Source: an optimization exercise on an open RTL-to-GDS flow (aim: small area). Production flows keep margins and buffers that such runs may drop.
Function was checked by simulation only, so behaviour that the tests miss may differ from the original.
No driver is modelled on the clock port, so clock power and skew are understated where the tree is cut down; a real chip needs a root buffer or a tree.
Power is estimated from default activity; no workload was simulated.

==> run F: inputs <==
// robot_eye
module robot_eye (
  input  wire       clk,
  input  wire       rst,
  input  wire       move_en,
  input  wire       osc_reset,
  output wire       servo_a,
  output wire       servo_b,
  output wire       servo_lid_a,
  output wire       servo_lid_b,
  output wire [7:0] swing_count
);
==> module robot_eye, before the edit <==
module robot_eye (
  input  wire       clk,
  input  wire       rst,
  input  wire       move_en,
  input  wire       osc_reset,
  output wire       servo_a,
  output wire       servo_b,
  output wire       servo_lid_a,
  output wire       servo_lid_b,
  output wire [7:0] swing_count
);
  genvar i;
  reg  [12:0] p;
  wire pstep = (p == 13'b1000010111111);
  wire pincr = (p == 13'b0110001010011);
  always @(posedge clk)
    if (rst)        p <= 13'b1011000101001;
    else if (pstep) p <= 13'b1011000101011;
    else            p <= {p[11:0], p[0] ^ p[1] ^ p[4] ^ p[12]};
  reg men_d, men_dd, osr_d, osr_dd;
  always @(posedge clk) begin
    men_d  <= move_en;
    men_dd <= men_d;
    osr_d  <= osc_reset;
    osr_dd <= osr_d;
  end
  reg started;
  always @(posedge clk)
    if (rst)        started <= 1'b0;
    else if (pstep) started <= 1'b1;
  wire ors = ~started | osr_dd;
  reg  [7:0] va;
  reg        cda, fa;
  reg  [3:0] ca;
  wire va_hi = va[7] & va[6] & (va[5] | va[4] | va[3]);                  
  wire va_lo = ~va[7] & (~va[6] | ~va[5] |
               (~va[4] & ~va[3] & (~va[2] | (~va[1] & ~va[0]))));        
  wire turn_a = cda ? va_lo : va_hi;
  wire [7:0] oa = {{4{cda}}, ca ^ {4{cda}}};
  wire [8:0] ka;
  wire [7:0] sa;
  assign ka[0] = ~cda;
  for (i = 0; i < 8; i = i + 1) begin : g_adda
    assign sa[i]   = va[i] ^ oa[i] ^ ka[i];
    assign ka[i+1] = (va[i] & oa[i]) | (ka[i] & (va[i] ^ oa[i]));
  end
  always @(posedge clk)
    if (rst) begin
      va  <= 8'd127;
      cda <= 1'b0;
    end else if (pstep) begin
      if (ors)         va  <= 8'd127;
      else if (turn_a) cda <= ~cda;
      else             va  <= sa;
    end
  always @(posedge clk)
    if (pstep) fa <= ~ors & ~cda & va_hi;
  wire [3:0] ca_inc = {ca[3] ^ (ca[2] & ca[1] & ca[0]), ca[2] ^ (ca[1] & ca[0]),
                       ca[1] ^ ca[0], ~ca[0]};
  always @(posedge clk)
    if (rst || (&ca))    ca <= 4'd0;
    else if (pincr & fa) ca <= ca_inc;
  reg  [7:0] vb;
  reg        cdb, fb;
  reg  [2:0] cb;
  wire vb_hi = vb[7] & vb[6] & (vb[5] | vb[4] | vb[3]);                  
  wire vb_lo = ~vb[7];                                                   
  wire turn_b = cdb ? vb_lo : vb_hi;
  wire [7:0] ob = {{5{cdb}}, cb ^ {3{cdb}}};
  wire [8:0] kb;
  wire [7:0] sb;
  assign kb[0] = ~cdb;
  for (i = 0; i < 8; i = i + 1) begin : g_addb
    assign sb[i]   = vb[i] ^ ob[i] ^ kb[i];
    assign kb[i+1] = (vb[i] & ob[i]) | (kb[i] & (vb[i] ^ ob[i]));
  end
  always @(posedge clk)
    if (rst) begin
      vb  <= 8'd163;
      cdb <= 1'b0;
    end else if (pstep) begin
      if (ors)         vb  <= 8'd163;
      else if (turn_b) cdb <= ~cdb;
      else             vb  <= sb;
    end
  always @(posedge clk)
    if (pstep) fb <= ~ors & ~cdb & vb_hi;
  wire [2:0] cb_inc = {cb[2] ^ (cb[1] & cb[0]), cb[1] ^ cb[0], ~cb[0]};
  always @(posedge clk)
    if (rst || (cb[2] & cb[0])) cb <= 3'd0;
    else if (pincr & fb)        cb <= cb_inc;
  reg  [6:0] d;
  wire tic = (d == 7'b1111011);
  always @(posedge clk)
    if (rst)      d <= 7'b1111011;
    else if (tic) d <= 7'b1111001;
    else          d <= {d[5:0], d[0] ^ d[6]};
  reg  [10:0] A;
  wire [11:0] ac;
  wire [10:0] an;
  assign ac[0] = tic;
  for (i = 0; i < 11; i = i + 1) begin : g_ang
    assign an[i]   = A[i] ^ ac[i];
    assign ac[i+1] = A[i] & ac[i];
  end
  always @(posedge clk)
    if (rst) A <= 11'd2001;      
    else     A <= an;
  wire az = (&A[10:6]) & (A[5] | (A[4] & (A[3] | A[2] | A[1])));
  wire ah = ~(A[10] | A[9] | A[8]);
  function lt8(input [7:0] x, input [7:0] y);    
    integer k;
    reg c;
    begin
      c = 1'b0;
      for (k = 0; k < 8; k = k + 1)
        c = (~x[k] & y[k]) | (~x[k] & c) | (y[k] & c);
      lt8 = c;
    end
  endfunction
  assign servo_a     = az | (ah & (men_dd ? lt8(A[7:0], va) : lt8(A[7:0], 8'd127)));
  assign servo_b     = az | (ah & (men_dd ? lt8(A[7:0], vb) : lt8(A[7:0], 8'd163)));
  assign servo_lid_a = az | (ah & (men_dd ? lt8(A[7:0], 8'd175) : lt8(A[7:0], 8'd127)));
  assign servo_lid_b = az | (ah & (men_dd ? lt8(A[7:0], 8'd155) : lt8(A[7:0], 8'd127)));
  assign swing_count = {4'd0, ca};
endmodule
==> flow/config.mk <==
export PLATFORM = sky130hd
export DESIGN_NAME = robot_eye
export DESIGN_NICKNAME = robot_eye
export VERILOG_FILES = /design/flow/design.v
export SDC_FILE = /design/flow/constraint.sdc
export NUM_CORES = 4
export LEC_CHECK = 0
export CAP_MARGIN = 20
export CORE_MARGIN = 2
export CORE_UTILIZATION = 40
export SLEW_MARGIN = 20
==> flow/constraint.sdc <==
create_clock -name core_clock -period 10.0 [get_ports {clk}]
set_input_delay 2.0000 -clock core_clock [delete_from_list [all_inputs] [get_ports {clk}]]
set_output_delay 2.0000 -clock core_clock [all_outputs]
set_load 0.01 [all_outputs]
standard.sh (not shown) runs the stock make flow with config.mk's settings and CLKGATE_MAP_FILE= SYNTH_SCRIPT=/design/flow/synth_recipe.tcl, a recipe that flattens the netlist after the stock synthesis.
==> flow/flow/run.sh <==
#!/bin/bash
# Own layout flow: the standard synthesis, then an area-oriented re-mapping
# of the combinational logic (registers untouched), then the standard
# layout with smaller port buffers and a clock tree without dummy loads.
set -euo pipefail
W=$(pwd)
R=$W/orfs/results/$FLOW_PLATFORM/robot_eye/base
LIB=$FLOW_HOME/platforms/$FLOW_PLATFORM/lib/sky130_fd_sc_hd__tt_025C_1v80.lib

bash standard.sh synth > $W/log_1_synth.txt 2>&1
cp $R/1_2_yosys.v $W/synth_standard.v

python3 flow/mkmodels.py $LIB $W/comb_models.v > $W/log_2_models.txt 2>&1
# Several seeds of the randomised AIG optimisation in parallel; keep the
# smallest mapped netlist.
for S in 1 2 3 4; do
  sed "s/@SEED@/$S/" flow/area.script > $W/area_$S.script
  RESYN_LIB=$LIB RESYN_IN=$W/synth_standard.v RESYN_OUT=$W/synth_resyn_$S.v \
  RESYN_SCRIPT=$W/area_$S.script \
    yosys -c flow/resyn.tcl > $W/log_3_resyn_$S.txt 2>&1 &
done
wait
best=""; bestA=""
for S in 1 2 3 4; do
  [[ -s $W/synth_resyn_$S.v && -f $W/synth_resyn_$S.v.after.txt ]] || continue
  a=$(awk '/Chip area/{print $NF}' $W/synth_resyn_$S.v.after.txt)
  echo "seed $S: area $a" >> $W/log_3_resyn_pick.txt
  if [[ -z "$best" ]] || awk -v a=$a -v b=$bestA 'BEGIN{exit !(a < b)}'; then best=$S; bestA=$a; fi
done
echo "picked seed $best ($bestA)" >> $W/log_3_resyn_pick.txt
cp $W/synth_resyn_$best.v $W/synth_resyn.v
cp $W/synth_resyn.v $R/1_2_yosys.v
rm -f $R/1_synth.odb $R/1_synth.sdc

bash standard.sh "BUFFER_PORTS_ARGS=-buffer_cell sky130_fd_sc_hd__buf_1" place > $W/log_4_place.txt 2>&1

CBUF=${CBUF:-sky130_fd_sc_hd__clkbuf_8}; NCL=${NCL:-4}
if [[ -f flow/clk_cfg ]]; then read CBUF NCL < flow/clk_cfg; fi
CBUF=$CBUF NCL=$NCL CTS_RESULTS=$R CTS_FLOWDIR=$W/flow \
  openroad -no_init -exit flow/my_cts.tcl > $W/log_5_cts.txt 2>&1
cp $R/4_1_cts.odb $R/4_cts.odb
cp $R/3_place.sdc $R/4_cts.sdc
echo 'set_propagated_clock [get_clocks {core_clock}]' >> $R/4_cts.sdc

bash standard.sh \
  "BUFFER_PORTS_ARGS=-buffer_cell sky130_fd_sc_hd__buf_1" \
  finish > $W/log_6_layout.txt 2>&1
Other scripts of this flow, unchanged in this note and not shown: flow/flow/area.script, flow/flow/clkbuf.tcl, flow/flow/dont_use.txt, flow/flow/mkmodels.py, flow/flow/my_cts.tcl, flow/flow/resyn.tcl
==> run K (differences from run F) <==
--- a/flow/design.v
+++ b/flow/design.v
@@ -13,3 +13,5 @@
   genvar i;
-  reg  [12:0] p;
+  localparam [12:0] PPOL = 13'b0101010101010;
+  reg  [12:0] pq;
+  wire [12:0] p = pq ^ PPOL;
   wire pstep = (p == 13'b1000010111111);
@@ -17,5 +19,5 @@
   always @(posedge clk)
-    if (rst)        p <= 13'b1011000101001;
-    else if (pstep) p <= 13'b1011000101011;
-    else            p <= {p[11:0], p[0] ^ p[1] ^ p[4] ^ p[12]};
+    if (rst)        pq <= 13'b1011000101001 ^ PPOL;
+    else if (pstep) pq <= 13'b1011000101011 ^ PPOL;
+    else            pq <= {p[11:0], p[0] ^ p[1] ^ p[4] ^ p[12]} ^ PPOL;
   reg men_d, men_dd, osr_d, osr_dd;
@@ -92,8 +94,10 @@
     else if (pincr & fb)        cb <= cb_inc;
-  reg  [6:0] d;
+  localparam [6:0] DPOL = 7'b0101010;
+  reg  [6:0] dq;
+  wire [6:0] d = dq ^ DPOL;
   wire tic = (d == 7'b1111011);
   always @(posedge clk)
-    if (rst)      d <= 7'b1111011;
-    else if (tic) d <= 7'b1111001;
-    else          d <= {d[5:0], d[0] ^ d[6]};
+    if (rst)      dq <= 7'b1111011 ^ DPOL;
+    else if (tic) dq <= 7'b1111001 ^ DPOL;
+    else          dq <= {d[5:0], d[0] ^ d[6]} ^ DPOL;
   reg  [10:0] A;
- CORE_UTILIZATION: 40 -> 65
==> results.txt <==
|  | run K | run F |
|---|---|---|
| Tap cell instance count | 50 | 80 |
| Relative slew margins | 0.4005 | 0.6574 |
| Sequential cell fraction of total power | 0.630 | 0.628 |
| Number of search-and-repair iterations in the first detailed-routing pass | 4 | 5 |
| Post-layout nets | 366 | 359 |
| Routed via count | 2375 | 2360 |
| WL final | 5.521 mm | 5.785 mm |
| Result of the run | no timing/DRC/antenna violations | no timing/DRC/antenna violations |
| Total number of cells along the worst setup path | 8 | 9 |
| Power of the clock network | 0.0963 mW | 0.0998 mW |
| Detailed-route wire length per cell | 13.47 µm | 13.36 µm |
| Number of global-route vias before repair | 2190 | 2149 |
| Core region area | 4029 µm² | 6681 µm² |
| Final Cycle Share | 0.3798 | 0.3967 |
| Routed met1 length | 2.564 mm | 3.018 mm |
| Sequential portion of the cell area | 0.4421 | 0.4389 |
| Slack of the worst reg-to-reg path | 6290 ps | 6780 ps |
| Clock latency of the later-clocked register in the worst-skew pair | 170 ps | 180 ps |
| Worst EP arrival | 1800 ps | 1970 ps |
| Routing usage on met2 | 0.4231 | 0.2462 |
| Drt via density | 5.793 | 5.450 |
| Post-Syn Instances | 349 | 340 |
| Time the final worst path needs with I/O delays and setup | 3798 ps | 3967 ps |
| Post-route design area | 2898 µm² | 2919 µm² |
| Setup skew after layout | 40.93 ps | 43.82 ps |
| Final core utilization | 0.7193 | 0.4369 |
| CTS clk-pin slew, worst paths | 90 ps | 100 ps |
In every run of this note, the design's own scripts or RTL, not TritonCTS, make the clock network.

==> static timing again, ports no longer ideal <==
In the flow no input, the clock included, has a driving cell. The finished layouts below were timed again as built, in two steps.
Step 1: set_driving_cell puts a clkbuf_16 on clk and a buf_2 on each other input, an assumption about the parent block.
Step 2, shift: input delay + t, output delay - t, t = (earliest + latest rising clock arrival at the registers) / 2. This alone moves slack from input paths to output paths.
Slacks: ideal / step 1 / step 2; pairs: ideal / step 1.
run | shift t [ns] | setup WS [ns] | clock arrival spread, ns | worst slew at a driven data input, ns | pins driven straight from the clock port
run F | 0.213 | 6.033 / 5.974 / 6.187 | 0.044 / 0.043 | 0.03 | 4
run K | 0.210 | 6.202 / 6.146 / 6.285 | 0.041 / 0.041 | 0.03 | 4
After both steps every run listed still meets setup and hold.
